Background: an optimization exercise with open tools, aiming at small area. Do not read the settings as production practice.
In this exercise RTL edits were held to simulation tests only and were not proved equivalent to the original.
Power figures rest on the tool's default switching activity, not on a simulated workload.

===== flow/config.mk =====
export PLATFORM = sky130hd
export DESIGN_NAME = axi2uart_top
export DESIGN_NICKNAME = axi2uart_top
export VERILOG_FILES = /design/flow/design.v
export SDC_FILE = /design/flow/constraint.sdc
export NUM_CORES = 4
export LEC_CHECK = 0
export CAP_MARGIN = 20
export CORE_MARGIN = 2
export CORE_UTILIZATION = 60
export CTS_BUF_LIST = sky130_fd_sc_hd__clkbuf_8
export CTS_CLUSTER_DIAMETER = 60
export CTS_CLUSTER_SIZE = 20
export SLEW_MARGIN = 20

===== flow/standard.sh =====
#!/bin/bash
# synth_recipe.tcl (not shown) runs the flow's synth.tcl, then flattens the netlist and writes it again
# the make line also repeats each setting of config.mk as NAME=value (left out here)
make -C /OpenROAD-flow-scripts/flow DESIGN_CONFIG=/design/flow/config.mk WORK_HOME=/design/flow/orfs CLKGATE_MAP_FILE= SYNTH_SCRIPT=/design/flow/synth_recipe.tcl "${@:-finish}"

===== flow/constraint.sdc =====
create_clock -name core_clock -period 10.0 [get_ports {clk}]
set_input_delay 2.0000 -clock core_clock [delete_from_list [all_inputs] [get_ports {clk}]]
set_output_delay 2.0000 -clock core_clock [all_outputs]
set_load 0.01 [all_outputs]

===== flow/flow/run.sh =====
#!/bin/bash
# Standard ORFS layout with these changes to how it is made:
#  - ABC maps the logic with an area-oriented script (flow/abc_area.script);
#    the registers come from the same Yosys steps as the standard synthesis;
#  - CTS uses small clock buffers in small clusters and inserts no dummy loads;
#  - one tie cell drives all constant outputs (no tie fanout repair);
#  - port buffers start as buf_1 (the resizer may upsize them).
# Each tool's output goes to the logs under orfs/logs; make's own output to
# log_synth.log and log_layout.log here.
set -euo pipefail
here=$PWD
rm -rf "$here/scripts"
cp -r "$FLOW_HOME/scripts" "$here/scripts"
cp "$here/flow/abc_area.script" "$here/scripts/abc_speed.script"
bash standard.sh SCRIPTS_DIR="$here/scripts" synth > "$here/log_synth.log" 2>&1
bash standard.sh SCRIPTS_DIR="$here/scripts" \
  CTS_ARGS="-sink_clustering_enable -repair_clock_nets -sink_clustering_size 10 -sink_clustering_max_diameter 40 -buf_list sky130_fd_sc_hd__clkbuf_4 -dont_use_dummy_load" \
  SKIP_REPAIR_TIE_FANOUT=1 \
  BUFFER_PORTS_ARGS="-buffer_cell sky130_fd_sc_hd__buf_1" \
  finish > "$here/log_layout.log" 2>&1

===== flow/flow/abc_area.script =====
&get -n
&st
&syn3
&dch -f
&nf -a
&st
&syn3
&dch -f
&nf -a
&put
topo

===== flow/design.v =====
`default_nettype none
module axi2uart_top (
   s_axi_arready, s_axi_rdata, s_axi_rresp, s_axi_rvalid,
   s_axi_awready, s_axi_wready, s_axi_bresp, s_axi_bvalid,
   uart_irq, uart_tx,
   clk, rst_n, s_axi_araddr,
   s_axi_arvalid, s_axi_rready, s_axi_awaddr,
   s_axi_awvalid, s_axi_wdata, s_axi_wstrb, s_axi_wvalid,
   s_axi_bready, uart_rx
   );
  input  wire        clk;
  input  wire        rst_n;
  input  wire        uart_rx;
  output wire        uart_tx;
  output wire        uart_irq;
  input  wire [4:0]  s_axi_araddr;
  input  wire        s_axi_arvalid;
  output wire        s_axi_arready;
  output wire [31:0] s_axi_rdata;
  output wire [1:0]  s_axi_rresp;
  output wire        s_axi_rvalid;
  input  wire        s_axi_rready;
  input  wire [4:0]  s_axi_awaddr;
  input  wire        s_axi_awvalid;
  output wire        s_axi_awready;
  input  wire [31:0] s_axi_wdata;
  input  wire [3:0]  s_axi_wstrb;
  input  wire        s_axi_wvalid;
  output wire        s_axi_wready;
  output wire [1:0]  s_axi_bresp;
  output wire        s_axi_bvalid;
  input  wire        s_axi_bready;
  localparam [31:0] DIV_INIT = 32'd434;
  reg init;
  always @(posedge clk, negedge rst_n)
    if (!rst_n) init <= 1'b0;
    else        init <= 1'b1;
  localparam [1:0] WI = 2'd0, WA = 2'd1, WAP = 2'd2, WAD = 2'd3;
  reg  [1:0] wst;
  reg        dlab, stop2, pen, pmode;
  reg        irq_en;
  reg        txrst;        
  reg        avail;        
  reg [31:0] wd_q;         
  reg [31:0] div;          
  wire       wren  = s_axi_awvalid & s_axi_wvalid;
  wire [2:0] waddr = s_axi_awaddr[4:2];
  wire       wack  = (wst != WI);
  wire       widle = (wst == WI) & init;
  wire       tfull;
  always @(posedge clk, negedge rst_n) begin
    if (!rst_n) begin
      wst    <= WI;
      dlab   <= 1'b0;
      stop2  <= 1'b0;
      pen    <= 1'b0;
      pmode  <= 1'b0;
      irq_en <= 1'b1;
      txrst  <= 1'b1;
      avail  <= 1'b1;
    end else begin
      avail <= txrst;
      if (wack) begin
        wst   <= WI;
        txrst <= 1'b0;
      end else if (widle & wren) begin
        case (waddr)
          3'd0: wst <= dlab ? WA : (tfull ? WI : WAP);
          3'd1: begin
            wst <= WA;
            if (!dlab) irq_en <= s_axi_wdata[0];
          end
          3'd2: wst <= dlab ? WAD : WA;
          3'd3: begin
            wst   <= WA;
            dlab  <= s_axi_wdata[7];
            pmode <= s_axi_wdata[4];
            pen   <= s_axi_wdata[3];
            stop2 <= s_axi_wdata[2];
          end
          default: wst <= WA;
        endcase
      end
    end
  end
  always @(posedge clk) begin
    wd_q <= s_axi_wdata;
  end
  always @(posedge clk, negedge rst_n)
    if (!rst_n) div <= DIV_INIT;
    else if (wst == WAD) div <= wd_q;
  assign s_axi_awready = wren & wack;
  assign s_axi_wready  = wren & wack;
  assign s_axi_bvalid  = wren & wack;
  assign s_axi_bresp   = 2'b00;
  reg  [7:0] tmem [0:15];
  reg  [3:0] th, tt;
  reg        tne;
  wire       tpush = (wst == WAP) & ~txrst;
  wire       tpop;
  assign tfull = tne & (th == tt);
  always @(posedge clk)
    if (wst == WAP) tmem[tt] <= wd_q[7:0];
  always @(posedge clk, negedge rst_n) begin
    if (!rst_n) begin
      th  <= 4'd0;
      tt  <= 4'd0;
      tne <= 1'b0;
    end else begin
      if (tpush) tt <= tt + 4'd1;
      if (tpop)  th <= th + 4'd1;
      if (tpush) tne <= 1'b1;
      else if (tpop && (th + 4'd1 == tt)) tne <= 1'b0;
    end
  end
  localparam [2:0] XE = 3'd0, XI = 3'd1, XL = 3'd2, XD = 3'd4, XP = 3'd5, XS = 3'd6;
  reg  [2:0]  xst;
  reg  [31:0] tc;
  reg  [2:0]  tbc;
  reg  [7:0]  td;
  reg         txo;
  reg         pend, pcnt;
  wire        tidle = ~xst[2];
  wire [32:0] tge;
  assign tge[0] = 1'b1;
  genvar gi;
  generate
    for (gi = 0; gi < 32; gi = gi + 1) begin : g_tge
      assign tge[gi+1] = (tc[gi] & ~div[gi]) | ((tc[gi] | ~div[gi]) & tge[gi]);
    end
  endgenerate
  wire        tfire = tge[32];
  wire        tbit  = td[tbc];
  wire [32:0] tcy;
  wire [31:0] tinc;
  assign tcy[0] = 1'b1;
  genvar hi;
  generate
    for (hi = 0; hi < 32; hi = hi + 1) begin : g_tinc
      assign tinc[hi]  = tc[hi] ^ tcy[hi];
      assign tcy[hi+1] = tc[hi] & tcy[hi];
    end
  endgenerate
  reg  [7:0]  tout;
  integer ti;
  always @(*) begin
    tout = 8'd0;
    for (ti = 0; ti < 16; ti = ti + 1)
      tout = tout | ({8{th == ti}} & tmem[ti]);
  end
  assign tpop = (xst == XL);
  always @(posedge clk) begin
    tc   <= (tidle | tfire) ? 32'd0 : tinc;
    if (tidle)
      tbc <= 3'd0;
    else if (tfire & ((xst == XD) | (xst == XS)))
      tbc <= tbc + 3'd1;
    if (xst == XL) td <= tout;
    pend <= (xst == XD) & tfire & tbit;
    pcnt <= tidle ? 1'b0 : (pcnt ^ pend);
  end
  always @(posedge clk, negedge rst_n) begin
    if (!rst_n) begin
      xst <= XE;
      txo <= 1'b1;
    end else begin
      case (xst)
        XE: xst <= XI;
        XI: if (tne) xst <= XL;
        XL: begin
          xst <= XD;
          txo <= 1'b0;
        end
        XD: if (tfire) begin
          txo <= tbit;
          if (tbc == 3'd7) xst <= pen ? XP : XS;
        end
        XP: if (tfire) begin
          txo <= pmode ? pcnt : ~pcnt;
          xst <= XS;
        end
        XS: if (tfire) begin
          txo <= 1'b1;
          if (stop2 ? (tbc[1:0] == 2'd2) : (tbc[1:0] == 2'd1)) xst <= XE;
        end
        default: xst <= XE;
      endcase
    end
  end
  assign uart_tx = txo;
  localparam [2:0] QI = 3'd0, QV = 3'd1, QS = 3'd2, QD = 3'd3, QP = 3'd4, Q1 = 3'd5, Q2 = 3'd6;
  reg  [2:0]  sync;
  reg  [2:0]  qst;
  reg  [31:0] rc;
  reg  [2:0]  rbc;
  reg  [7:0]  rsh;
  wire        rxb   = sync[2];
  wire        ridle = (qst == QI) | (qst == QV);
  wire [32:0] rcy;
  wire [32:0] rc1;
  assign rcy[0] = 1'b1;
  generate
    for (hi = 0; hi < 32; hi = hi + 1) begin : g_rinc
      assign rc1[hi]   = rc[hi] ^ rcy[hi];
      assign rcy[hi+1] = rc[hi] & rcy[hi];
    end
  endgenerate
  assign rc1[32] = rcy[32];
  wire        divz  = (div == 32'd0);
  wire [32:0] rgb = {divz, div};
  wire [33:0] rge;
  assign rge[0] = 1'b1;
  generate
    for (gi = 0; gi < 33; gi = gi + 1) begin : g_rge
      assign rge[gi+1] = (rc1[gi] & ~rgb[gi]) | ((rc1[gi] | ~rgb[gi]) & rge[gi]);
    end
  endgenerate
  wire        rfire = rge[33];
  always @(posedge clk, negedge rst_n)
    if (!rst_n) sync <= 3'b111;
    else        sync <= {sync[1:0], uart_rx};
  always @(posedge clk) begin
    rc <= ridle ? {1'b0, div[31:1]} : (rfire ? 32'd0 : rc1[31:0]);
    if (ridle)
      rbc <= 3'd0;
    else if ((qst == QD) & rfire)
      rbc <= rbc + 3'd1;
    if ((qst == QD) & rfire) rsh <= {rxb, rsh[7:1]};
  end
  always @(posedge clk, negedge rst_n) begin
    if (!rst_n)
      qst <= QI;
    else begin
      case (qst)
        QI, QV: qst <= rxb ? QI : QS;
        QS: if (rfire) qst <= QD;
        QD: if (rfire && rbc == 3'd7) qst <= pen ? QP : Q1;
        QP: if (rfire) qst <= Q1;
        Q1: if (rfire) qst <= stop2 ? Q2 : QV;
        Q2: if (rfire) qst <= QV;
        default: qst <= QI;
      endcase
    end
  end
  reg  [7:0] rmem [0:15];
  reg  [3:0] rh, rt;
  reg        rne;
  wire       rfull = rne & (rh == rt);
  wire       rpush = (qst == QV);
  wire       rpull;
  reg  [7:0] rout;
  integer ri;
  always @(*) begin
    rout = 8'd0;
    for (ri = 0; ri < 16; ri = ri + 1)
      rout = rout | ({8{rne && rh == ri}} & rmem[ri]);
  end
  always @(posedge clk)
    if (rpush & (rpull | ~rfull)) rmem[rt] <= rsh;
  always @(posedge clk, negedge rst_n) begin
    if (!rst_n) begin
      rh  <= 4'd0;
      rt  <= 4'd0;
      rne <= 1'b0;
    end else begin
      if (rpush) rt <= rt + 4'd1;
      if ((rpull & rne) | (rpush & rfull)) rh <= rh + 4'd1;
      if (rpush) rne <= 1'b1;
      else if (rpull & rne & (rh + 4'd1 == rt)) rne <= 1'b0;
    end
  end
  assign uart_irq = rne & irq_en;
  localparam [2:0] R0 = 3'd0, R1 = 3'd1, RI = 3'd2, RAD = 3'd3, RHP = 3'd4, RHN = 3'd5, RAP = 3'd6, RAN = 3'd7;
  reg  [2:0] rdst;
  reg  [7:0] rd;
  wire [2:0] raddr = s_axi_araddr[4:2];
  wire       rhold = rdst[2];
  assign rpull = rdst[2] & ~rdst[0];
  always @(posedge clk, negedge rst_n) begin
    if (!rst_n) begin
      rdst <= R0;
      rd   <= 8'd0;
    end else begin
      case (rdst)
        R0: begin
          rd   <= 8'd0;
          rdst <= R1;
        end
        R1: rdst <= RI;
        RI: begin
          if (s_axi_arvalid) begin
            case (raddr)
              3'd0: begin
                if (!dlab) begin
                  rd   <= rout;
                  rdst <= RHP;
                end else
                  rdst <= RHN;
              end
              3'd5: begin
                rd   <= {1'b0, avail, avail, 4'd0, rne & irq_en};
                rdst <= RHN;
              end
              default: rdst <= RAD;
            endcase
          end else
            rdst <= R0;
        end
        RHP: if (s_axi_rready) rdst <= RAP;
        RHN: if (s_axi_rready) rdst <= RAN;
        default: rdst <= RI;
      endcase
    end
  end
  assign s_axi_rdata   = {24'd0, rd};
  assign s_axi_rresp   = 2'b00;
  assign s_axi_rvalid  = rhold;
  assign s_axi_arready = s_axi_arvalid & rhold;
endmodule
`default_nettype wire

==> results of run 1 <==
-- worst max path at each step --
stage	end	slack, ps
after floorplan	rbc[1]$_SDFFE_PN0P_	2270
after global placement	qst[0]$_DFFE_PN0P_	2490
after detailed placement	qst[0]$_DFFE_PN0P_	2430
after CTS	qst[0]$_DFFE_PN0P_	2400
after global routing	qst[0]$_DFFE_PN0P_	2010
final	qst[0]$_DFFE_PN0P_	2420
-- layer usage --
| layer | share of wire (%) | GRT usage [%] | routed length, um | up-vias |
|---|---|---|---|---|
| met3 | 6.3 | 4.04 | 2530 | 87 |
| met4 | 3.0 | 9.64 | 1190 | 0 |
| met2 | 47 | 41.4 | 18700 | 425 |
| li1 | - | - | - | 5168 |
| met5 | 0 | 0 | 0 | - |
| met1 | 44 | 36.8 | 17600 | 5362 |
-- through the flow --
| stage | hold WS, ps | std cells | power, mW | worst slack, ps |
|---|---|---|---|---|
| floorplan | 345 | 1283 | 3.13 | 2270 |
| global placement | 347 | 1715 | 3.51 | 2490 |
| detailed placement | 347 | 1716 | 3.54 | 2430 |
| CTS | 358 | 1773 | 4.35 | 2400 |
| global route | 365 | 1776 | 4.57 | 2010 |
| finish | 362 | 1778 | 4.34 | 2420 |
-- report_power, final --
part | switching [mW] | total (mW) | internal [mW]
combinational | 0.683 | 1.11 | 0.429
clock | 0.564 | 0.824 | 0.260
sequential | 0.187 | 2.40 | 2.21
-- state kept, by name, summed over array words and instances, names as in the netlist, 8 cells and up --
register  count
td            8
rd            8
rc           32
rmem        128
rsh           8
div          32
tmem        128
wd_q         32
tc           32
-- area by class of cell --
cell class                      instances  area [um^2]
Tap cell                              390          488
Fill cell                            2227        10500
Clock buffer                           57          428
Sequential cell                       457        12300
Inverter                               44          165
Timing Repair Buffer                   74          358
Multi-Input combinational cell        752         5360
Antenna cell                            4         10.0
-- worst reg2reg max path: cells and delay by family (launching register included) --
| kind | cells | cell delay [ps] |
|---|---|---|
| buf+inv | 1 | 360 |
| simple gates | 2 | 540 |
| fa+ha+maj | 31 | 5670 |
| flops | 1 | 340 |
| compound gates | 3 | 540 |
-- Yosys cell counts, drive strengths merged, types with 3 or more instances --
master,count
nor4,11
nor2,91
o22ai,29
nand3,15
edfxtp,272
and4,3
clkinv,44
dfrtp,69
nand4b,3
nand2,67
o21a,15
a22o,49
nor3,18
mux2,9
nand4,15
buf,30
xnor2,21
a211oi,3
a21o,14
a22oi,46
a221oi,14
a31oi,3
a221o,5
a222oi,44
a21oi,47
xor2,10
dfstp,12
and3,42
dfxtp,104
o21ai,22
nor2b,8
and2,33
ha,81
nand2b,11
-- cell families after synthesis --
logic type                 Yosys count  synth area share, %
AOI/OAI and AO/OA                  301                 12.5
DFF                                457                 68.3
other                                2               0.0417
adders and majority gates           81                 5.63
xor gates and xnor gates            31                 1.51
and+or+nand+nor                    324                 8.95
buffers and inverters               74                 2.17
muxes                               13                0.924
==> results.sh, run 1 <==
export IMPL_status="complete, no violations"
export IMPL_synth_top_cells_by_area="edfxtp_1 (45%), dfxtp_1 (12%), dfrtp_1 (9.6%)"
export IMPL_synth_top_area_share_pct=45.4
export IMPL_cp_top_family="adder cells"
export IMPL_power_leakage_nw=7.24
export IMPL_viasPerCell=6.21
export IMPL_path_buf_inv=1
export IMPL_endpoint_kind="register"
export IMPL_initial_core_util_pct=60.9
export IMPL_antenna_found_initial=2
export IMPL_die_w_um=177
export IMPL_finish_utilization_pct=64.6
export IMPL_setup_viol=0
export IMPL_drcViolationCount=0
export IMPL_dr_pass1_iters=7
export IMPL_finalCritPeriodShare_pct=75.8
export IMPL_cts_made_buffers=57
export IMPL_drv_slew=0
export IMPL_grt_usage_pct=26.1
export IMPL_crit_start="rc[0]$_DFF_P_"
export IMPL_place_gp_congestion=0.836
export IMPL_cp_required_ps=10590
export IMPL_cp_data_arrival_time_ps=8170
export IMPL_ys_ff_latch=457
export IMPL_routed_via_count=11042
export IMPL_grt_max_degree=49
export IMPL_stdcell_area_um2=19100
export IMPL_worstMarginPinSlew_ps=1140
export IMPL_cpPeakStageDelay_ps=430
export IMPL_die_h_um=177
export IMPL_root_buffer="clkbuf_4"
export IMPL_postCtsSetupRepairBufs=0
export IMPL_htreeDepth=2
export IMPL_synthArstFlopShare_pct=17.7
export IMPL_cp_common_cell="ha_1"
export IMPL_cp_depth=37
export IMPL_min_from="sync[1]$_DFF_PN1_"
export IMPL_postRouteAntennaNets=0
export IMPL_avgRoutedWirePerCell_um=22.5
export IMPL_timing_rr_end="qst[0]$_DFFE_PN0P_"
export IMPL_drive_above_1_share_pct=6.79
export IMPL_clkTransAtPathRegs_ps=100
export IMPL_area_growth_pct=6.06
export IMPL_maxCapViolCount=0
export IMPL_ys_warn_count=1
export IMPL_rrSetupSlack_ps=2420
export IMPL_placed_area_um2=18600
export IMPL_grt_pass1_vias=10775
export IMPL_syn_area_per_cell_um2=14.0
export IMPL_skew_ps=95.8
export IMPL_synth_flop_cell="edfxtp_1"
export IMPL_cts_resized=0
export IMPL_yosysSeqAreaShare_pct=68.3
export IMPL_ir_worst_vdd_uv=124
export IMPL_fin_nets=1521
export IMPL_min_to="sync[2]$_DFF_PN1_"
export IMPL_reg2reg_from="rc[0]$_DFF_P_"
export IMPL_syn_area_um2=18000
export IMPL_max_slew_margin_rel_pct=23.7
export IMPL_routed_wl_um=40000
export IMPL_fp_coreArea_um2=29600
export IMPL_netlist_instances=1283
export IMPL_worst_setup_path_type="register to register"
export IMPL_clockBufferDepth=3
export IMPL_grt_first_pass_wirelength_um=61800
export IMPL_synth_nets=1418
export IMPL_hold_depth=0
export IMPL_crit_fanout=34
export IMPL_ys_types=50
export IMPL_synth_edf_count=272
export IMPL_fin_crit_ps=7580
export IMPL_max_freq_mhz=132
export IMPL_port_buffers=59
export IMPL_holdBufCountCts=0
export IMPL_clock_latency_ps=770
export IMPL_clock_sinks=457
export IMPL_crit_slowest_cell="nor4_1"
export IMPL_reg2reg_depth=37
export IMPL_rows=63
export IMPL_cp_start_kind="register"
export IMPL_die_area_um2=31400
export IMPL_yosysTopAreaCell="edfxtp_1"
export IMPL_final_cell_mix="edfxtp_1 (272), dfxtp_1 (104), nor2_1 (90)"
export IMPL_grt_setup_unrepaired="false"
export IMPL_hold_violations=0
export IMPL_drtIter0Drc=1037
export IMPL_final_common_cell="edfxtp_1"
export IMPL_overflow=0
export IMPL_power_density_nw_per_um2=227
export IMPL_min_path_type="register to register"
export IMPL_fin_setup_tns_ps=0
export IMPL_dpl_hpwl_um=26400
export IMPL_io_pins=97
export IMPL_cts_tree="built"
==> inputs of run 2 (changes only) <==
--- a/flow/config.mk
+++ b/flow/config.mk
@@ -9,6 +9,3 @@
 export CORE_MARGIN = 2
-export CORE_UTILIZATION = 60
-export CTS_BUF_LIST = sky130_fd_sc_hd__clkbuf_8
-export CTS_CLUSTER_DIAMETER = 60
-export CTS_CLUSTER_SIZE = 20
+export CORE_UTILIZATION = 80
 export SLEW_MARGIN = 20
==> run 2 against run 1 <==
Compared with the run above: die area decreased by 24%; highest routed layer unchanged; sequential power barely moved; combinational power barely moved; critical endpoint unchanged; cell count is 6.7% lower.
==> results.sh, run 2 <==
export IMPL_syn_area_per_cell_um2=14.0
export IMPL_yosysSeqAreaShare_pct=68.3
export IMPL_grt_pass1_vias=11464
export IMPL_cts_tree="built"
export IMPL_power_leakage_nw=7.21
export IMPL_fin_crit_ps=7570
export IMPL_die_h_um=154
export IMPL_synth_most_common_cell="edfxtp_1"
export IMPL_cp_common_cell="ha_1"
export IMPL_port_buffers=59
export IMPL_clock_sinks=457
export IMPL_rows=54
export IMPL_synthTopCellsByCount="edfxtp_1 (272), dfxtp_1 (104), nor2_1 (91)"
export IMPL_max_slew_margin_rel_pct=25.3
export IMPL_drv_slew=0
export IMPL_synth_flop_cell="edfxtp_1"
export IMPL_synth_top_area_share_pct=45.4
export IMPL_finalNonFillerCells=1659
export IMPL_postRouteAntennaNets=0
export IMPL_final_cell_mix="edfxtp_1 (272), dfxtp_1 (104), nor2_1 (90)"
export IMPL_die_area_um2=23700
export IMPL_dr_pass1_iters=6
export IMPL_cp_data_arrival_time_ps=8130
export IMPL_hold_violations=0
export IMPL_cts_resized=0
export IMPL_yosysTopAreaCell="edfxtp_1"
export IMPL_initial_core_util_pct=82.0
export IMPL_ir_worst_vdd_uv=167
export IMPL_root_buffer="clkbuf_4"
export IMPL_crit_slowest_cell="nor4_1"
export IMPL_drive_above_1_share_pct=6.31
export IMPL_netlist_instances=1283
export IMPL_synth_nets=1418
export IMPL_cpPeakStageDelay_ps=430
export IMPL_synth_top_cells_by_area="edfxtp_1 (45%), dfxtp_1 (12%), dfrtp_1 (9.6%)"
export IMPL_cts_made_buffers=52
export IMPL_skew_ps=63.1
export IMPL_avgRoutedWirePerCell_um=23.8
export IMPL_place_gp_congestion=0.892
export IMPL_ys_types=50
export IMPL_htreeDepth=2
export IMPL_fin_nets=1515
export IMPL_setup_viol=0
export IMPL_cp_required_ps=10560
export IMPL_dp_cells=1605
export IMPL_maxCapViolCount=0
export IMPL_routed_via_count=11512
export IMPL_grt_first_pass_wirelength_um=61400
export IMPL_area_growth_pct=4.97
export IMPL_synth_edf_count=272
export IMPL_postCtsSetupRepairBufs=0
export IMPL_dpl_hpwl_um=26400
export IMPL_fp_coreArea_um2=22000
export IMPL_status="complete, no violations"
export IMPL_worst_setup_path_type="register to register"
export IMPL_crit_fanout=34
export IMPL_drtIter0Drc=1471
export IMPL_die_w_um=154
export IMPL_ys_ff_latch=457
export IMPL_routed_wl_um=39400
export IMPL_min_path_type="register to register"
export IMPL_power_density_nw_per_um2=228
export IMPL_viasPerCell=6.94
export IMPL_fin_setup_tns_ps=0
export IMPL_ys_warn_count=1
export IMPL_overflow=0
export IMPL_cp_start_kind="register"
export IMPL_antenna_found_initial=1
export IMPL_top_regs="rmem (128), tmem (128)"
export IMPL_grt_max_degree=76
export IMPL_max_freq_mhz=132
export IMPL_endpoint_kind="register"
export IMPL_synthArstFlopShare_pct=17.7
export IMPL_final_common_cell="edfxtp_1"
export IMPL_grt_setup_unrepaired="false"
export IMPL_grt_usage_pct=33.8
export IMPL_worstMarginPinSlew_ps=1120
export IMPL_syn_area_um2=18000
export IMPL_finalCritPeriodShare_pct=75.7
export IMPL_drcViolationCount=0
export IMPL_clockBufferDepth=3
export IMPL_io_pins=97
export IMPL_clkTransAtPathRegs_ps=110
export IMPL_holdBufCountCts=0
export IMPL_clock_latency_ps=740
[run 2: cells by family (layout without fill, tap and decap cells)]
| logic type | Yosys count | after routing | share of synthesized area (%) |
|---|---|---|---|
| other | 2 | 3 | 0.0417 |
| muxes | 13 | 13 | 0.924 |
| xor gates and xnor gates | 31 | 31 | 1.51 |
| DFF | 457 | 457 | 68.3 |
| AOI/OAI and AO/OA | 301 | 301 | 12.5 |
| and+or+nand+nor | 324 | 324 | 8.95 |
| adders and majority gates | 81 | 81 | 5.63 |
| buffers and inverters | 74 | 169 | 2.17 |
[run 2: layout make-up]
cell class                      count  area [um^2]
Antenna cell                        1         2.50
Fill cell                        1080         3050
Timing Repair Buffer               73          350
Tap cell                          280          350
Clock buffer                       52          390
Sequential cell                   457        12300
Inverter                           44          165
Multi-Input combinational cell    752         5350
[run 2: metal layers]
metal	share of wire (%)	wire length [um]	track usage [%]
met2	49	19300	56.1
met5	0	0	0
met1	38	14900	45.4
met3	10	4030	6.31
met4	3.0	1190	12.7
[run 2: critical path, delay by kind of cell, from the launching register on]
| kind | cells | cell delay [ps] |
|---|---|---|
| AOI/OAI and AO/OA | 3 | 520 |
| buffers and inverters | 1 | 370 |
| and+or+nand+nor | 2 | 520 |
| DFF | 1 | 340 |
| adders and majority gates | 31 | 5680 |
[run 2: path summary, 6_finish.rpt]
check | cells after the start | to | slack [ps] | startpoint
max in group asynchronous | 3 | sync[2]$_DFF_PN1_ | 7980 | rst_n
min in group asynchronous | 1 | rd[3]$_DFFE_PN0P_ | 1080 | rst_n
hold reg to reg | 0 | sync[1]$_DFF_PN1_ | 360 | sync[0]$_DFF_PN1_
hold / removal | 0 | sync[1]$_DFF_PN1_ | 360 | sync[0]$_DFF_PN1_
setup reg to reg | 37 | qst[0]$_DFFE_PN0P_ | 2430 | rc[0]$_DFF_P_
setup / recovery | 37 | qst[0]$_DFFE_PN0P_ | 2430 | rc[0]$_DFF_P_
[run 2: report_power, final]
group	total, mW	internal, mW	switching, mW
combinational	1.12	0.425	0.690
sequential	2.42	2.21	0.206
clock	0.784	0.239	0.545
total	4.32	2.88	1.44
[run 2: stage by stage]
| step | total power [mW] | instance area (um^2) | setup slack (ps) | util [%] | hold slack (ps) |
|---|---|---|---|---|---|
| 5_1_grt | 4.49 | 18900 | 1970 | 86.1 | 371 |
| 4_1_cts | 4.29 | 18900 | 2390 | 85.9 | 364 |
| 3_3_place_gp | 3.47 | 18500 | 2600 | 84.2 | 346 |
| 3_5_place_dp | 3.53 | 18500 | 2460 | 84.2 | 347 |
| 2_1_floorplan | 3.13 | 18000 | 2270 | - | 345 |
| 6_report | 4.32 | 18900 | 2430 | 86.1 | 364 |
==> inputs of run 3 (changes only) <==
--- a/flow/config.mk
+++ b/flow/config.mk
@@ -9,3 +9,3 @@
 export CORE_MARGIN = 2
-export CORE_UTILIZATION = 80
+export CORE_UTILIZATION = 70
 export SLEW_MARGIN = 20
==> run 3 against run 2 <==
Compared with the run above: critical path depth fell by 1; synthesized cell count did not move; synthesized area did not move; highest routed layer unchanged; die area rose by 14%; wire length fell by 2.9%; still clean on timing, DRC and antenna; largest cell class unchanged.
==> results.sh, run 3 <==
export IMPL_io_pins=97
export IMPL_finalHoldWorstSlack_ps=332
export IMPL_synth_xor_area_share_pct=1.51
export IMPL_synthTopCellsByCount="edfxtp_1 (272), dfxtp_1 (104), nor2_1 (91)"
export IMPL_fin_setup_tns_ps=0
export IMPL_drtIter0Drc=1327
export IMPL_synth_top_family_by_area="compound AO/OA/AOI/OAI gates"
export IMPL_die_h_um=164
export IMPL_htreeDepth=2
export IMPL_cp_start_kind="register"
export IMPL_synth_mux_area_share_pct=0.924
export IMPL_yosysSeqAreaShare_pct=68.3
export IMPL_cts_made_buffers=54
export IMPL_cp_common_cell="ha_1"
export IMPL_m1WireLength_um=15700
export IMPL_synth_most_common_cell="edfxtp_1"
export IMPL_fin_crit_ps=7550
export IMPL_ys_ff_latch=457
export IMPL_grt_usage_pct=28.9
export IMPL_port_buffers=59
export IMPL_hold_violations=0
export IMPL_postCtsSetupRepairBufs=0
export IMPL_ys_warn_count=1
export IMPL_grt_max_degree=75
export IMPL_worstMarginPinSlew_ps=1050
export IMPL_finalCritPeriodShare_pct=75.5
export IMPL_clockBufferDepth=3
export IMPL_routed_via_count=11227
export IMPL_cts_tree="built"
export IMPL_power_density_nw_per_um2=226
export IMPL_synth_top_area_share_pct=45.4
export IMPL_antenna_found_initial=2
export IMPL_drive_above_1_share_pct=6.54
export IMPL_postRouteAntennaNets=0
export IMPL_endpoint_kind="register"
export IMPL_status="complete, no violations"
export IMPL_cp_top_family="adder cells"
export IMPL_die_w_um=164
export IMPL_avgRoutedWirePerCell_um=22.4
export IMPL_synth_flop_cell="edfxtp_1"
export IMPL_met2_length_um=18200
export IMPL_viasPerCell=6.58
export IMPL_maxCapViolCount=0
export IMPL_clock_latency_ps=720
export IMPL_cts_resized=0
export IMPL_skew_ps=54.6
export IMPL_holdBufCountCts=0
export IMPL_initial_core_util_pct=71.3
export IMPL_worst_setup_path_type="register to register"
export IMPL_crit_fanout=33
export IMPL_wl_met3_um=3170
export IMPL_max_slew_margin_rel_pct=29.4
export IMPL_netlist_instances=1283
export IMPL_setup_viol=0
export IMPL_dpl_hpwl_um=25400
export IMPL_max_freq_mhz=132
export IMPL_rrSetupSlack_ps=2450
export IMPL_clkTransAtPathRegs_ps=100
export IMPL_power_leakage_nw=7.19
export IMPL_dr_pass1_iters=8
export IMPL_synth_adder_area_share_pct=5.63
export IMPL_syn_area_per_cell_um2=14.0
export IMPL_synthArstFlopShare_pct=17.7
export IMPL_rows=58
export IMPL_worst_slack_ps=2450
export IMPL_clock_sinks=457
export IMPL_final_common_cell="edfxtp_1"
export IMPL_synth_compound_area_share_pct=12.5
export IMPL_yosysTopAreaCell="edfxtp_1"
export IMPL_pre_cts_slack_ps=2460
export IMPL_grt_first_pass_wirelength_um=59300
export IMPL_top_layer_used="met4"
export IMPL_grt_setup_unrepaired="false"
export IMPL_routed_wl_um=38300
export IMPL_cp_required_ps=10600
export IMPL_syn_area_um2=18000
export IMPL_top_regs="rmem (128), tmem (128)"
export IMPL_synth_edf_count=272
export IMPL_fp_coreArea_um2=25300
export IMPL_finalNonFillerCells=1707
export IMPL_synth_nets=1418
export IMPL_totalPowerFinal_mw=4.29
export IMPL_cpPeakStageDelay_ps=440
export IMPL_die_area_um2=27000
export IMPL_ys_types=50
export IMPL_fin_nets=1513
export IMPL_overflow=0
export IMPL_min_path_type="register to register"
export IMPL_area_growth_pct=5.22
export IMPL_place_gp_congestion=0.904
export IMPL_cp_data_arrival_time_ps=8150
export IMPL_root_buffer="clkbuf_4"
export IMPL_dp_cells=1652
export IMPL_final_cell_mix="edfxtp_1 (272), dfxtp_1 (104), nor2_1 (88)"
export IMPL_grt_pass1_vias=10808
export IMPL_path_buf_inv=1
export IMPL_crit_slowest_cell="nor4_1"
export IMPL_synth_simple_gate_area_share_pct=8.95
export IMPL_synth_top_cells_by_area="edfxtp_1 (45%), dfxtp_1 (12%), dfrtp_1 (9.6%)"
export IMPL_drv_slew=0
export IMPL_ir_worst_vdd_uv=121
export IMPL_drcViolationCount=0
[run 3: worst paths after layout]
check / from / to / depth (start not counted)
worst min-delay path: sync[1]$_DFF_PN1_ / sync[2]$_DFF_PN1_ / 0
worst min register to register: sync[1]$_DFF_PN1_ / sync[2]$_DFF_PN1_ / 0
min in group asynchronous: rst_n / rd[2]$_DFFE_PN0P_ / 1
worst max-delay path: rc[0]$_DFF_P_ / qst[2]$_DFFE_PN0P_ / 36
worst max register to register: rc[0]$_DFF_P_ / qst[2]$_DFFE_PN0P_ / 36
max in group asynchronous: rst_n / xst[2]$_DFFE_PN0P_ / 2
[run 3: worst register-to-register path, delay by kind of cell, from the launching register on]
| family | cells | cell delay, ps |
|---|---|---|
| adders and majority gates | 31 | 5730 |
| DFF | 1 | 350 |
| AOI/OAI and AO/OA | 2 | 490 |
| buffers and inverters | 1 | 370 |
| and+or+nand+nor | 2 | 530 |
[run 3: per-stage QoR]
| step | instance area (um^2) | utilization, % |
|---|---|---|
| 5_1_grt | 18900 | 75.0 |
| 3_3_place_gp | 18500 | 73.4 |
| 6_report | 18900 | 75.0 |
| 4_1_cts | 18900 | 75.0 |
| 2_1_floorplan | 18000 | - |
| 3_5_place_dp | 18500 | 73.4 |
[run 3: layout make-up]
| class | instances | area [um^2] |
|---|---|---|
| Antenna cell | 1 | 2.50 |
| Clock buffer | 54 | 405 |
| Fill cell | 1617 | 6310 |
| Inverter | 44 | 165 |
| Multi-Input combinational cell | 752 | 5370 |
| Sequential cell | 457 | 12300 |
| Tap cell | 330 | 413 |
| Timing Repair Buffer | 69 | 300 |
[run 3: cell families after synthesis]
group / count (synthesis)
other: 2
multiplexers: 13
adder cells (fa/ha/maj): 81
flip-flops: 457
buffers and inverters: 74
AND/OR/NAND/NOR: 324
AO/OA/AOI/OAI: 301
XOR/XNOR: 31
[run 3: report_power, final]
part | internal, mW | total [mW] | switching (mW)
Sequential | 2.21 | 2.41 | 0.202
Clock | 0.248 | 0.793 | 0.545
Combinational | 0.421 | 1.08 | 0.661
[run 3: layer usage]
layer	vias to the layer above	track usage [%]
met1	5455	40.3
li1	5153	-
met5	-	0
met2	513	46.3
met3	106	5.35
met4	0	10.5
==> inputs of run 4 (changes only) <==
--- a/flow/config.mk
+++ b/flow/config.mk
@@ -10,2 +10,5 @@
 export CORE_UTILIZATION = 70
+export GPL_ROUTABILITY_DRIVEN = 0
+export GPL_TIMING_DRIVEN = 0
+export PLACE_DENSITY = 0.85
 export SLEW_MARGIN = 20
==> run 4 against run 3 <==
Compared with the run above: highest routed layer unchanged; still clean on timing, DRC and antenna; register-to-register slack worse by 470 ps; clock skew up 44 ps; die area unchanged; total power up 0.66%; global-route usage up 0.10 points; critical path depth unchanged.
==> results.sh, run 4 <==
export IMPL_cpPeakStageDelay_ps=730
export IMPL_power_density_nw_per_um2=224
export IMPL_die_area_um2=27000
export IMPL_postCtsSetupRepairBufs=0
export IMPL_holdBufCountCts=0
export IMPL_finalCritPeriodShare_pct=80.2
export IMPL_fin_nets=1542
export IMPL_clock_latency_ps=750
export IMPL_synth_flop_cell="edfxtp_1"
export IMPL_cp_common_cell="ha_1"
export IMPL_grt_first_pass_wirelength_um=59400
export IMPL_clkTransAtPathRegs_ps=110
export IMPL_fin_setup_tns_ps=0
export IMPL_endpoint_kind="register"
export IMPL_timing_rr_end="qst[2]$_DFFE_PN0P_"
export IMPL_maxCapViolCount=0
export IMPL_io_pins=97
export IMPL_yosysTopAreaCell="edfxtp_1"
export IMPL_top_regs="rmem (128), tmem (128)"
export IMPL_grt_max_degree=42
export IMPL_dpl_hpwl_um=26200
export IMPL_dr_pass1_iters=7
export IMPL_reg2reg_depth=36
export IMPL_ys_types=50
export IMPL_syn_area_um2=18000
export IMPL_clockBufferDepth=3
export IMPL_cp_data_arrival_time_ps=8660
export IMPL_viasPerCell=6.63
export IMPL_skew_ps=98.8
export IMPL_endpoint="qst[2]$_DFFE_PN0P_"
export IMPL_root_buffer="clkbuf_4"
export IMPL_crit_fanout=35
export IMPL_drtIter0Drc=1419
export IMPL_port_buffers=59
export IMPL_fp_coreArea_um2=25300
export IMPL_min_path_type="register to register"
export IMPL_syn_area_per_cell_um2=14.0
export IMPL_status="complete, no violations"
export IMPL_synth_edf_count=272
export IMPL_worst_setup_path_type="register to register"
export IMPL_cts_resized=0
export IMPL_totalPowerFinal_mw=4.32
export IMPL_routed_wl_um=38500
export IMPL_overflow=0
export IMPL_initial_core_util_pct=71.3
export IMPL_synthTopCellsByCount="edfxtp_1 (272), dfxtp_1 (104), nor2_1 (91)"
export IMPL_postRouteAntennaNets=0
export IMPL_netlist_instances=1283
export IMPL_final_common_cell="edfxtp_1"
export IMPL_synth_top_area_share_pct=45.4
export IMPL_reg2reg_from="rc[0]$_DFF_P_"
export IMPL_max_freq_mhz=125
export IMPL_grt_usage_pct=29.0
export IMPL_synth_top_cells_by_area="edfxtp_1 (45%), dfxtp_1 (12%), dfrtp_1 (9.6%)"
export IMPL_max_slew_margin_rel_pct=28.7
export IMPL_antenna_found_initial=2
export IMPL_ys_warn_count=1
export IMPL_ir_worst_vdd_uv=179
export IMPL_synth_most_common_cell="edfxtp_1"
export IMPL_area_growth_pct=7.04
export IMPL_die_w_um=164
export IMPL_rrSetupSlack_ps=1980
export IMPL_yosysSeqAreaShare_pct=68.3
export IMPL_rows=58
export IMPL_synth_nets=1418
export IMPL_grt_setup_unrepaired="false"
export IMPL_final_cell_mix="edfxtp_1 (272), dfxtp_1 (104), nor2_1 (89)"
export IMPL_routed_via_count=11510
export IMPL_worstMarginPinSlew_ps=1070
export IMPL_setup_viol=0
export IMPL_cts_tree="built"
export IMPL_drcViolationCount=0
export IMPL_drv_slew=0
export IMPL_grt_pass1_vias=11000
export IMPL_ys_ff_latch=457
export IMPL_drive_above_1_share_pct=8.75
export IMPL_crit_start="rc[0]$_DFF_P_"
export IMPL_power_leakage_nw=7.40
export IMPL_avgRoutedWirePerCell_um=22.2
export IMPL_clock_sinks=457
export IMPL_hold_violations=0
export IMPL_cts_made_buffers=54
export IMPL_finish_utilization_pct=76.3
export IMPL_cp_required_ps=10630
export IMPL_die_h_um=164
export IMPL_fin_crit_ps=8020
export IMPL_cp_start_kind="register"
export IMPL_crit_slowest_cell="o22a_2"
export IMPL_synthArstFlopShare_pct=17.7
export IMPL_htreeDepth=2
==> run 4: worst min path at each step <==
stage	from	to	cells after the start
2_1_floorplan	sync[0]$_DFF_PN1_	sync[1]$_DFF_PN1_	0
3_3_place_gp	sync[1]$_DFF_PN1_	sync[2]$_DFF_PN1_	0
3_5_place_dp	sync[0]$_DFF_PN1_	sync[1]$_DFF_PN1_	0
4_1_cts	sync[1]$_DFF_PN1_	sync[2]$_DFF_PN1_	0
5_1_grt	sync[1]$_DFF_PN1_	sync[2]$_DFF_PN1_	0
6_report	sync[1]$_DFF_PN1_	sync[2]$_DFF_PN1_	0
==> run 4: cell families after synthesis <==
group | count (synthesis) | synth area share (%)
AOI/OAI and AO/OA | 301 | 12.5
muxes | 13 | 0.924
adders and majority gates | 81 | 5.63
buffers and inverters | 74 | 2.17
DFF | 457 | 68.3
and+or+nand+nor | 324 | 8.95
other | 2 | 0.0417
xor gates and xnor gates | 31 | 1.51
==> run 4: stage by stage <==
| stage | instances | worst slack (ps) | area (um^2) | hold slack (ps) |
|---|---|---|---|---|
| floorplan | 1283 | 2270 | 18000 | 345 |
| global placement | 1672 | 1310 | 18600 | 347 |
| detailed placement | 1681 | 2050 | 18900 | 349 |
| CTS | 1735 | 1980 | 19300 | 356 |
| global route | 1737 | 1530 | 19300 | 364 |
| finish | 1737 | 1980 | 19300 | 358 |
==> run 4: area by class of cell <==
| class | count | area [um^2] |
|---|---|---|
| diodes | 2 | 5.00 |
| fillers | 1538 | 5980 |
| repair buffers | 68 | 377 |
| well taps | 330 | 413 |
| flip-flops and latches | 457 | 12300 |
| inverters | 44 | 165 |
| plain buffers | 30 | 225 |
| multi-input cells | 752 | 5390 |
| clock buffers | 54 | 405 |
==> run 4: per-layer routing <==
layer,up-vias,track usage [%],routed length [um]
met5,-,0,0
met4,0,9.17,1020
met3,86,5.63,3760
met2,633,48.7,19100
met1,5594,38.8,14600
li1,5197,-,-
==> run 4: report_power, final <==
group	leakage, nW	switching, mW	internal, mW	total (mW)
Sequential	4.33	0.206	2.21	2.42
Clock	0.248	0.544	0.247	0.792
Combinational	2.82	0.669	0.438	1.11
==> run 4: critical path, delay by kind of cell (launching register included) <==
family / cells / cell delay (ps)
adders and majority gates: 31 / 5700
DFF: 1 / 350
and+or+nand+nor: 1 / 470
AOI/OAI and AO/OA: 4 / 1430
==> inputs of run 5 (changes only) <==
--- a/flow/config.mk
+++ b/flow/config.mk
@@ -7,8 +7,5 @@
 export LEC_CHECK = 0
-export CAP_MARGIN = 20
+export CAP_MARGIN = 0
 export CORE_MARGIN = 2
 export CORE_UTILIZATION = 70
-export GPL_ROUTABILITY_DRIVEN = 0
-export GPL_TIMING_DRIVEN = 0
-export PLACE_DENSITY = 0.85
-export SLEW_MARGIN = 20
+export SLEW_MARGIN = 0
==> run 5 against run 4 <==
Compared with the run above: still clean; clock skew decreased by 46 ps; register-to-register slack better by 480 ps; worst hold slack worse by 28 ps; synthesized cell count unchanged; clock power about the same; non-clock buffer count shrank 29; cell count shrank 1.7%; wire length decreased by 0.56%; largest power group unchanged; highest routed layer unchanged.
==> results.sh, run 5 <==
export IMPL_htreeDepth=2
export IMPL_min_to="sync[2]$_DFF_PN1_"
export IMPL_synth_top_area_share_pct=45.4
export IMPL_final_cell_mix="edfxtp_1 (272), dfxtp_1 (104), nor2_1 (90)"
export IMPL_drive_above_1_share_pct=6.25
export IMPL_clock_latency_ps=720
export IMPL_drcViolationCount=0
export IMPL_antenna_found_initial=2
export IMPL_die_area_um2=27000
export IMPL_skew_ps=53.0
export IMPL_power_leakage_nw=7.19
export IMPL_io_pins=97
export IMPL_avgRoutedWirePerCell_um=22.4
export IMPL_clockBufferDepth=3
export IMPL_grt_usage_pct=28.9
export IMPL_cpPeakStageDelay_ps=440
export IMPL_area_growth_pct=5.16
export IMPL_ys_ff_latch=457
export IMPL_cp_data_arrival_time_ps=8140
export IMPL_maxCapViolCount=0
export IMPL_combPwrFrac_pct=25.2
export IMPL_synth_edf_count=272
export IMPL_synth_most_common_cell="edfxtp_1"
export IMPL_setup_viol=0
export IMPL_postCtsSetupRepairBufs=0
export IMPL_netlist_instances=1283
export IMPL_endpoint_kind="register"
export IMPL_max_freq_mhz=133
export IMPL_final_common_cell="edfxtp_1"
export IMPL_dpl_hpwl_um=25400
export IMPL_totalPowerFinal_mw=4.29
export IMPL_ys_types=50
export IMPL_synth_flop_cell="edfxtp_1"
export IMPL_hold_depth=0
export IMPL_fin_nets=1513
export IMPL_finalCritPeriodShare_pct=75.4
export IMPL_dr_pass1_iters=6
export IMPL_viasPerCell=6.57
export IMPL_ys_warn_count=1
export IMPL_switchingPower_mw=1.40
export IMPL_place_gp_congestion=0.904
export IMPL_grt_pass1_vias=10808
export IMPL_crit_slowest_cell="nor4_1"
export IMPL_grt_setup_unrepaired="false"
export IMPL_cts_made_buffers=54
export IMPL_holdBufCountCts=0
export IMPL_hold_violations=0
export IMPL_clkTransAtPathRegs_ps=100
export IMPL_root_buffer="clkbuf_4"
export IMPL_cts_tree="built"
export IMPL_timing_rr_end="qst[2]$_DFFE_PN0P_"
export IMPL_cp_required_ps=10600
export IMPL_syn_area_per_cell_um2=14.0
export IMPL_drtIter0Drc=1362
export IMPL_top_regs="rmem (128), tmem (128)"
export IMPL_die_h_um=164
export IMPL_initial_core_util_pct=71.3
export IMPL_reg2reg_depth=36
export IMPL_fp_coreArea_um2=25300
export IMPL_postRouteAntennaNets=0
export IMPL_die_w_um=164
export IMPL_grt_first_pass_wirelength_um=59300
export IMPL_cp_common_cell="ha_1"
export IMPL_pwr_share_seq_pct=56.3
export IMPL_port_buffers=59
export IMPL_overflow=0
export IMPL_clkPwrFrac_pct=18.4
export IMPL_synthArstFlopShare_pct=17.7
export IMPL_cts_resized=0
export IMPL_worst_setup_path_type="register to register"
export IMPL_crit_fanout=33
export IMPL_rows=58
export IMPL_drv_slew=0
export IMPL_intPower_mw=2.88
export IMPL_grt_max_degree=75
export IMPL_power_density_nw_per_um2=226
export IMPL_ir_worst_vdd_uv=122
export IMPL_cp_start_kind="register"
export IMPL_status="complete, no violations"
export IMPL_routed_wl_um=38300
export IMPL_worstMarginPinSlew_ps=1250
export IMPL_max_slew_margin_rel_pct=16.5
export IMPL_fin_setup_tns_ps=0
export IMPL_yosysSeqAreaShare_pct=68.3
export IMPL_min_from="sync[1]$_DFF_PN1_"
export IMPL_synthTopCellsByCount="edfxtp_1 (272), dfxtp_1 (104), nor2_1 (91)"
export IMPL_rrSetupSlack_ps=2460
export IMPL_path_buf_inv=1
export IMPL_cp_top_family="adder cells"
export IMPL_fin_crit_ps=7540
export IMPL_routed_via_count=11219
export IMPL_min_path_type="register to register"
export IMPL_reg2reg_from="rc[0]$_DFF_P_"
export IMPL_synth_nets=1418
export IMPL_yosysTopAreaCell="edfxtp_1"
export IMPL_synth_top_cells_by_area="edfxtp_1 (45%), dfxtp_1 (12%), dfrtp_1 (9.6%)"
export IMPL_netSwitchingFraction_pct=32.7
export IMPL_clock_sinks=457
export IMPL_syn_area_um2=18000
==> run 5: layout make-up <==
cell class                      instances  area [um^2]
Antenna cell                            1         2.50
Clock buffer                           54          405
Fill cell                            1617         6320
Inverter                               44          165
Multi-Input combinational cell        752         5360
Sequential cell                       457        12300
Tap cell                              330          413
Timing Repair Buffer                   69          300
==> run 5: stage by stage <==
step	worst slack [ps]	std cells	hold slack (ps)	util, %	cell area (um^2)
after floorplan	2270	1283	345	-	18000
final	2460	1707	330	75.0	18900
after CTS	2420	1706	328	75.0	18900
after detailed placement	2460	1652	348	73.4	18500
after global routing	2090	1707	328	75.0	18900
after global placement	2590	1652	348	73.4	18500
==> run 5: layer usage <==
layer	vias up	part of all wire [%]	global-route usage, %
met4	0	3.2	10.5
met5	-	0	0
met1	5404	40	40.3
li1	5151	-	-
met2	558	48	46.3
met3	106	8.9	5.35
==> run 5: worst max path at each step <==
stage,cells after the start,end,start,slack [ps]
after floorplan,36,rbc[1]$_SDFFE_PN0P_,rc[0]$_DFF_P_,2270
after global placement,36,qst[2]$_DFFE_PN0P_,rc[0]$_DFF_P_,2590
after detailed placement,36,qst[2]$_DFFE_PN0P_,rc[0]$_DFF_P_,2460
after CTS,36,qst[2]$_DFFE_PN0P_,rc[0]$_DFF_P_,2420
after global routing,37,qst[2]$_DFFE_PN0P_,rc[0]$_DFF_P_,2090
final,36,qst[2]$_DFFE_PN0P_,rc[0]$_DFF_P_,2460
==> run 5: power groups by stage <==
stage | Sequential (mW) | Clock (mW) | Combinational, mW
after floorplan | 2.39 | 0 | 0.744
after global placement | 2.44 | 0 | 1.04
after detailed placement | 2.45 | 0 | 1.07
after CTS | 2.41 | 0.802 | 1.07
after global routing | 2.44 | 0.877 | 1.19
final | 2.41 | 0.790 | 1.08
==> run 5: logic make-up (layout without fill, tap and decap cells) <==
kind of cell	Yosys count	count (layout)	synth area share, %
AOI/OAI and AO/OA	301	301	12.5
xor gates and xnor gates	31	31	1.51
adders and majority gates	81	81	5.63
buffers and inverters	74	167	2.17
DFF	457	457	68.3
muxes	13	13	0.924
other	2	3	0.0417
and+or+nand+nor	324	324	8.95
==> run 5: worst reg2reg max path: cells and delay by family (launching register included) <==
kind,cells,cell delay (ps)
fa+ha+maj,31,5720
flops,1,340
buf+inv,1,370
simple gates,2,530
compound gates,2,490
==> inputs of run 6 (changes only) <==
--- a/flow/flow/run.sh
+++ b/flow/flow/run.sh
@@ -16,3 +16,3 @@
 bash standard.sh SCRIPTS_DIR="$here/scripts" \
-  CTS_ARGS="-sink_clustering_enable -repair_clock_nets -sink_clustering_size 10 -sink_clustering_max_diameter 40 -buf_list sky130_fd_sc_hd__clkbuf_4 -dont_use_dummy_load" \
+  CTS_ARGS="-sink_clustering_enable -repair_clock_nets -sink_clustering_size 6 -sink_clustering_max_diameter 30 -buf_list sky130_fd_sc_hd__clkbuf_2 -dont_use_dummy_load" \
   SKIP_REPAIR_TIE_FANOUT=1 \
--- a/flow/config.mk
+++ b/flow/config.mk
@@ -7,5 +7,5 @@
 export LEC_CHECK = 0
-export CAP_MARGIN = 0
+export CAP_MARGIN = 20
 export CORE_MARGIN = 2
 export CORE_UTILIZATION = 70
-export SLEW_MARGIN = 0
+export SLEW_MARGIN = 20
==> run 6 against run 5 <==
Compared with the run above: sequential share of layout area shrank 0.24 points; worst setup slack worse by 62 ps; worst hold slack better by 37 ps; first-iteration DRC count down 4.0%; non-clock buffer count did not move; synthesized cell count unchanged; core utilization up 0.28 points; wire length grew 1.5%; total power grew 1.2%; count of clock-buffer cells in the layout rose by 39; via count grew 1.9%; cell count rose by 2.3%; largest power group unchanged.
==> results.sh, run 6 <==
export IMPL_grt_usage_pct=29.3
export IMPL_ys_warn_count=1
export IMPL_cp_required_ps=10670
export IMPL_clock_sinks=457
export IMPL_initial_core_util_pct=71.3
export IMPL_top_regs="rmem (128), tmem (128)"
export IMPL_dr_pass1_iters=6
export IMPL_synth_top_area_share_pct=45.4
export IMPL_netlist_instances=1283
export IMPL_holdBufCountCts=0
export IMPL_setup_viol=0
export IMPL_synthTopCellsByCount="edfxtp_1 (272), dfxtp_1 (104), nor2_1 (91)"
export IMPL_crit_fanout=33
export IMPL_syn_area_per_cell_um2=14.0
export IMPL_synth_top_family_by_area="compound AO/OA/AOI/OAI gates"
export IMPL_pre_cts_slack_ps=2460
export IMPL_dpl_hpwl_um=25400
export IMPL_final_common_cell="edfxtp_1"
export IMPL_pwr_share_seq_pct=55.7
export IMPL_intPower_mw=2.88
export IMPL_grt_max_degree=75
export IMPL_drive_above_1_share_pct=9.12
export IMPL_synth_compound_area_share_pct=12.5
export IMPL_path_buf_inv=1
export IMPL_grt_first_pass_wirelength_um=60000
export IMPL_clkPwrFrac_pct=19.3
export IMPL_finalNonFillerCells=1746
export IMPL_synth_nets=1418
export IMPL_max_slew_margin_rel_pct=28.3
export IMPL_reg2reg_depth=36
export IMPL_hold_depth=0
export IMPL_routed_wl_um=38900
export IMPL_max_freq_mhz=132
export IMPL_endpoint_kind="register"
export IMPL_fin_nets=1552
export IMPL_power_leakage_nw=7.33
export IMPL_min_path_type="register to register"
export IMPL_postCtsSetupRepairBufs=0
export IMPL_port_buffers=59
export IMPL_worstMarginPinSlew_ps=1070
export IMPL_crit_start="rc[0]$_DFF_P_"
export IMPL_root_buffer="clkbuf_2"
export IMPL_antenna_found_initial=2
export IMPL_fp_coreArea_um2=25300
export IMPL_overflow=0
export IMPL_cts_tree="built"
export IMPL_totalPowerFinal_mw=4.34
export IMPL_fin_crit_ps=7600
export IMPL_nFillCells=1626
export IMPL_synth_simple_gate_area_share_pct=8.95
export IMPL_cp_data_arrival_time_ps=8280
export IMPL_fin_setup_tns_ps=0
export IMPL_avgRoutedWirePerCell_um=22.3
export IMPL_min_from="sync[1]$_DFF_PN1_"
export IMPL_finalCritPeriodShare_pct=76.0
export IMPL_switchingPower_mw=1.46
export IMPL_drcViolationCount=0
export IMPL_dp_cells=1652
export IMPL_synth_adder_area_share_pct=5.63
export IMPL_ys_types=50
export IMPL_cts_resized=0
export IMPL_clockBufferDepth=3
export IMPL_ys_ff_latch=457
export IMPL_synth_mux_area_share_pct=0.924
export IMPL_yosysTopAreaCell="edfxtp_1"
export IMPL_worst_setup_path_type="register to register"
export IMPL_die_w_um=164
export IMPL_clock_latency_ps=940
export IMPL_htreeDepth=3
export IMPL_combPwrFrac_pct=25.0
export IMPL_cp_depth=36
export IMPL_netSwitchingFraction_pct=33.7
export IMPL_worst_slack_ps=2400
export IMPL_status="complete, no violations"
export IMPL_area_growth_pct=5.55
export IMPL_cp_start_kind="register"
export IMPL_io_pins=97
export IMPL_routed_via_count=11437
export IMPL_synth_most_common_cell="edfxtp_1"
export IMPL_crit_slowest_cell="nor4_1"
export IMPL_cp_common_cell="ha_1"
export IMPL_synth_edf_count=272
export IMPL_rows=58
export IMPL_syn_area_um2=18000
export IMPL_postRouteAntennaNets=0
export IMPL_ir_worst_vdd_uv=126
export IMPL_synth_xor_area_share_pct=1.51
export IMPL_place_gp_congestion=0.904
export IMPL_final_cell_mix="edfxtp_1 (272), dfxtp_1 (104), clkbuf_2 (93)"
export IMPL_maxCapViolCount=0
export IMPL_skew_ps=167
export IMPL_die_h_um=164
export IMPL_cts_made_buffers=93
export IMPL_synth_top_cells_by_area="edfxtp_1 (45%), dfxtp_1 (12%), dfrtp_1 (9.6%)"
export IMPL_synth_flop_cell="edfxtp_1"
export IMPL_yosysSeqAreaShare_pct=68.3
export IMPL_drtIter0Drc=1307
export IMPL_grt_pass1_vias=11062
export IMPL_viasPerCell=6.55
export IMPL_clkTransAtPathRegs_ps=110
export IMPL_die_area_um2=27000
export IMPL_reg2reg_from="rc[0]$_DFF_P_"
export IMPL_cp_top_family="adder cells"
export IMPL_synthArstFlopShare_pct=17.7
export IMPL_drv_slew=0
export IMPL_hold_violations=0
export IMPL_cpPeakStageDelay_ps=430
export IMPL_power_density_nw_per_um2=228
export IMPL_grt_setup_unrepaired="false"
-- run 6: metrics by stage --
| stage | instance area [um^2] | hold WS [ps] | util (%) |
|---|---|---|---|
| floorplan | 18000 | 345 | - |
| global placement | 18500 | 348 | 73.4 |
| detailed placement | 18500 | 348 | 73.4 |
| CTS | 19000 | 369 | 75.2 |
| global route | 19000 | 372 | 75.3 |
| finish | 19000 | 367 | 75.3 |
-- run 6: cell families after synthesis --
logic type / after synthesis
buffers and inverters: 74
flip-flops: 457
XOR/XNOR: 31
other: 2
AND/OR/NAND/NOR: 324
AO/OA/AOI/OAI: 301
adder cells (fa/ha/maj): 81
multiplexers: 13
-- run 6: layout make-up --
| cell class | instances | area, um^2 | share of cell area [%] |
|---|---|---|---|
| diodes | 1 | 2.50 | 0.0132 |
| clock buffers | 93 | 465 | 2.45 |
| inverters | 44 | 165 | 0.869 |
| multi-input cells | 752 | 5370 | 28.2 |
| flip-flops and latches | 457 | 12300 | 64.7 |
| well taps | 330 | 413 | 2.17 |
| repair buffers | 69 | 300 | 1.58 |
-- run 6: per-layer routing --
| metal | share of wire, % | wire length, um | vias up | track usage, % |
|---|---|---|---|---|
| met1 | 41 | 15900 | 5545 | 40.5 |
| met3 | 8.7 | 3360 | 90 | 5.93 |
| met2 | 48 | 18700 | 561 | 47.0 |
| met5 | 0 | 0 | - | 0 |
| met4 | 2.3 | 905 | 0 | 10.2 |
| li1 | - | - | 5241 | - |
-- run 6: final timing paths --
kind	end	slack, ps
worst min-delay path	sync[2]$_DFF_PN1_	370
worst min register to register	sync[2]$_DFF_PN1_	370
worst max-delay path	qst[2]$_DFFE_PN0P_	2400
worst max register to register	qst[2]$_DFFE_PN0P_	2400
max in group asynchronous	xst[2]$_DFFE_PN0P_	7760
min in group asynchronous	rd[1]$_DFFE_PN0P_	910
-- run 6: power groups by stage --
stage	Clock, mW	Combinational [mW]	Sequential [mW]
2_1_floorplan	0	0.744	2.39
3_3_place_gp	0	1.04	2.44
3_5_place_dp	0	1.07	2.45
4_1_cts	0.854	1.07	2.41
5_1_grt	0.934	1.19	2.44
6_report	0.836	1.08	2.42
==> inputs of run 7 (changes only) <==
--- a/flow/flow/run.sh
+++ b/flow/flow/run.sh
@@ -16,3 +16,3 @@
 bash standard.sh SCRIPTS_DIR="$here/scripts" \
-  CTS_ARGS="-sink_clustering_enable -repair_clock_nets -sink_clustering_size 6 -sink_clustering_max_diameter 30 -buf_list sky130_fd_sc_hd__clkbuf_2 -dont_use_dummy_load" \
+  CTS_ARGS="-sink_clustering_enable -repair_clock_nets -sink_clustering_size 12 -sink_clustering_max_diameter 30 -buf_list sky130_fd_sc_hd__clkbuf_4 -dont_use_dummy_load" \
   SKIP_REPAIR_TIE_FANOUT=1 \
==> run 7 against run 6 <==
Compared with the run above: still clean on timing, DRC and antenna; non-clock buffer count up 1; core utilization up 0.48 points; sequential power about the same; synthesized cell count unchanged; fmax up 0.14%; critical path depth unchanged; sequential cell count unchanged; count of clock-buffer cells in the layout down 16; worst hold slack worse by 37 ps; via count up 0.17%; cell count down 0.86%; critical path type unchanged; highest routed layer unchanged.
==> results.sh, run 7 <==
export IMPL_status="complete, no violations"
export IMPL_finish_utilization_pct=75.7
export IMPL_grt_first_pass_wirelength_um=59700
export IMPL_holdBufCountCts=0
export IMPL_die_area_um2=27000
export IMPL_synth_top_area_share_pct=45.4
export IMPL_crit_fanout=33
export IMPL_max_freq_mhz=132
export IMPL_ir_worst_vdd_uv=127
export IMPL_grt_setup_unrepaired="false"
export IMPL_root_buffer="clkbuf_4"
export IMPL_cp_required_ps=10520
export IMPL_cp_start_kind="register"
export IMPL_syn_area_per_cell_um2=14.0
export IMPL_place_gp_congestion=0.904
export IMPL_drtIter0Drc=1246
export IMPL_cts_made_buffers=77
export IMPL_fp_coreArea_um2=25300
export IMPL_maxCapViolCount=0
export IMPL_power_leakage_nw=7.30
export IMPL_setup_viol=0
export IMPL_clockBufferDepth=3
export IMPL_cts_resized=0
export IMPL_worst_setup_path_type="register to register"
export IMPL_synth_edf_count=272
export IMPL_netlist_instances=1283
export IMPL_cp_data_arrival_time_ps=8120
export IMPL_synth_nets=1418
export IMPL_skew_ps=116
export IMPL_clock_latency_ps=740
export IMPL_cts_tree="built"
export IMPL_netSwitchingFraction_pct=32.5
export IMPL_avgRoutedWirePerCell_um=22.3
export IMPL_syn_area_um2=18000
export IMPL_hold_violations=0
export IMPL_ys_warn_count=1
export IMPL_combPwrFrac_pct=24.5
export IMPL_final_cell_mix="edfxtp_1 (272), dfxtp_1 (104), nor2_1 (89)"
export IMPL_yosysSeqAreaShare_pct=68.3
export IMPL_crit_slowest_cell="nor4_1"
export IMPL_pre_cts_slack_ps=2460
export IMPL_finalNonFillerCells=1731
export IMPL_fin_crit_ps=7590
export IMPL_finalCritPeriodShare_pct=75.9
export IMPL_ys_types=50
export IMPL_htreeDepth=3
export IMPL_postRouteAntennaNets=0
export IMPL_grt_pass1_vias=10956
export IMPL_dpl_hpwl_um=25400
export IMPL_dp_cells=1652
export IMPL_ys_ff_latch=457
export IMPL_pwr_share_seq_pct=54.6
export IMPL_switchingPower_mw=1.44
export IMPL_initial_core_util_pct=71.3
export IMPL_grt_usage_pct=29.1
export IMPL_synth_top_cells_by_area="edfxtp_1 (45%), dfxtp_1 (12%), dfrtp_1 (9.6%)"
export IMPL_synthArstFlopShare_pct=17.7
export IMPL_cpPeakStageDelay_ps=450
export IMPL_rows=58
export IMPL_top_regs="rmem (128), tmem (128)"
export IMPL_clkTransAtPathRegs_ps=90
export IMPL_endpoint_kind="register"
export IMPL_yosysTopAreaCell="edfxtp_1"
export IMPL_routed_wl_um=38700
export IMPL_die_h_um=164
export IMPL_final_common_cell="edfxtp_1"
export IMPL_overflow=0
export IMPL_fin_setup_tns_ps=0
export IMPL_viasPerCell=6.62
export IMPL_worst_slack_ps=2410
export IMPL_placed_area_um2=18500
export IMPL_synth_most_common_cell="edfxtp_1"
export IMPL_min_path_type="register to register"
export IMPL_max_slew_margin_rel_pct=26.3
export IMPL_worstMarginPinSlew_ps=1100
export IMPL_clock_sinks=457
export IMPL_clkPwrFrac_pct=21.0
export IMPL_totalPowerFinal_mw=4.43
export IMPL_die_w_um=164
export IMPL_routed_via_count=11456
export IMPL_cp_common_cell="ha_1"
export IMPL_fin_nets=1537
export IMPL_synth_flop_cell="edfxtp_1"
export IMPL_grt_max_degree=75
export IMPL_drcViolationCount=0
export IMPL_dr_pass1_iters=6
export IMPL_postCtsSetupRepairBufs=0
export IMPL_drv_slew=0
export IMPL_synthTopCellsByCount="edfxtp_1 (272), dfxtp_1 (104), nor2_1 (91)"
export IMPL_power_density_nw_per_um2=232
export IMPL_port_buffers=59
export IMPL_io_pins=97
export IMPL_antenna_found_initial=2
export IMPL_stdcell_area_um2=19100
export IMPL_area_growth_pct=6.23
export IMPL_drive_above_1_share_pct=8.07
export IMPL_finalHoldWorstSlack_ps=329
export IMPL_intPower_mw=2.99
[run 7: worst max-delay path: cells and delay by family (launching register included)]
| family | cells | cell delay, ps |
|---|---|---|
| buffers and inverters | 1 | 370 |
| AOI/OAI and AO/OA | 2 | 500 |
| and+or+nand+nor | 2 | 540 |
| adders and majority gates | 31 | 5730 |
| DFF | 1 | 330 |
[run 7: cell families (layout without fill, tap and decap cells)]
logic type / after synthesis / count (layout) / synth area share, %
other: 2 / 3 / 0.0417
AO/OA/AOI/OAI: 301 / 301 / 12.5
buffers and inverters: 74 / 191 / 2.17
XOR/XNOR: 31 / 31 / 1.51
flip-flops: 457 / 457 / 68.3
AND/OR/NAND/NOR: 324 / 324 / 8.95
adder cells (fa/ha/maj): 81 / 81 / 5.63
multiplexers: 13 / 13 / 0.924
[run 7: per-layer routing]
metal	GRT usage (%)	vias to the layer above	part of all wire, %
li1	-	5208	-
met1	40.7	5599	41
met2	47.0	568	48
met3	4.70	81	8.1
met4	10.9	0	2.6
met5	0	-	0
[run 7: power groups by stage]
stage | combinational (mW) | clock (mW) | sequential, mW
after floorplan | 0.744 | 0 | 2.39
after global placement | 1.04 | 0 | 2.44
after detailed placement | 1.07 | 0 | 2.45
after CTS | 1.07 | 0.941 | 2.41
after global routing | 1.19 | 1.02 | 2.44
final | 1.08 | 0.928 | 2.42
[run 7: cell type report]
type	instances	area (um^2)
inverters	44	165
multi-input cells	752	5370
fillers	1600	6120
well taps	330	413
repair buffers	70	312
diodes	1	2.50
clock buffers	77	578
flip-flops and latches	457	12300
[run 7: final timing paths]
| path | start | endpoint | slack, ps | cells after the start |
|---|---|---|---|---|
| worst max register to register | rc[0]$_DFF_P_ | qst[2]$_DFFE_PN0P_ | 2410 | 36 |
| worst max-delay path | rc[0]$_DFF_P_ | qst[2]$_DFFE_PN0P_ | 2410 | 36 |
| min in group asynchronous | rst_n | rd[3]$_DFFE_PN0P_ | 1120 | 1 |
| worst min register to register | sync[0]$_DFF_PN1_ | sync[1]$_DFF_PN1_ | 330 | 0 |
| max in group asynchronous | rst_n | xst[2]$_DFFE_PN0P_ | 7580 | 2 |
| worst min-delay path | sync[0]$_DFF_PN1_ | sync[1]$_DFF_PN1_ | 330 | 0 |

## afterwards: timing with drivers on the ports
How much do the figures lean on ideal ports? The routed layouts below were timed once more, with nothing changed but the port constraints.
Step 1 assumes that a clkbuf_16 drives the clock port and a buf_2 every other input.
Step 2, shift: input delay + t, output delay - t, t = (earliest + latest rising clock arrival at the registers) / 2. This alone moves slack from input paths to output paths.
a / b / c = ideal ports / drivers / drivers and shift; a / b = the first two.
| run | t, ns | setup WS [ns] | worst setup path at the end |
|---|---|---|---|
| run 1 | 0.764 | 2.416 / 2.416 / 2.416 | register to register |
| run 2 | 0.752 | 2.427 / 2.427 / 2.427 | register to register |
| run 3 | 0.741 | 2.449 / 2.449 / 2.449 | register to register |
| run 4 | 0.750 | 1.976 / 1.976 / 1.976 | register to register |
| run 5 | 0.740 | 2.458 / 2.458 / 2.458 | register to register |
| run 6 | 0.897 | 2.396 / 2.396 / 2.396 | register to register |
| run 7 | 0.727 | 2.406 / 2.406 / 2.406 | register to register |
After both steps every run listed still meets setup and hold.
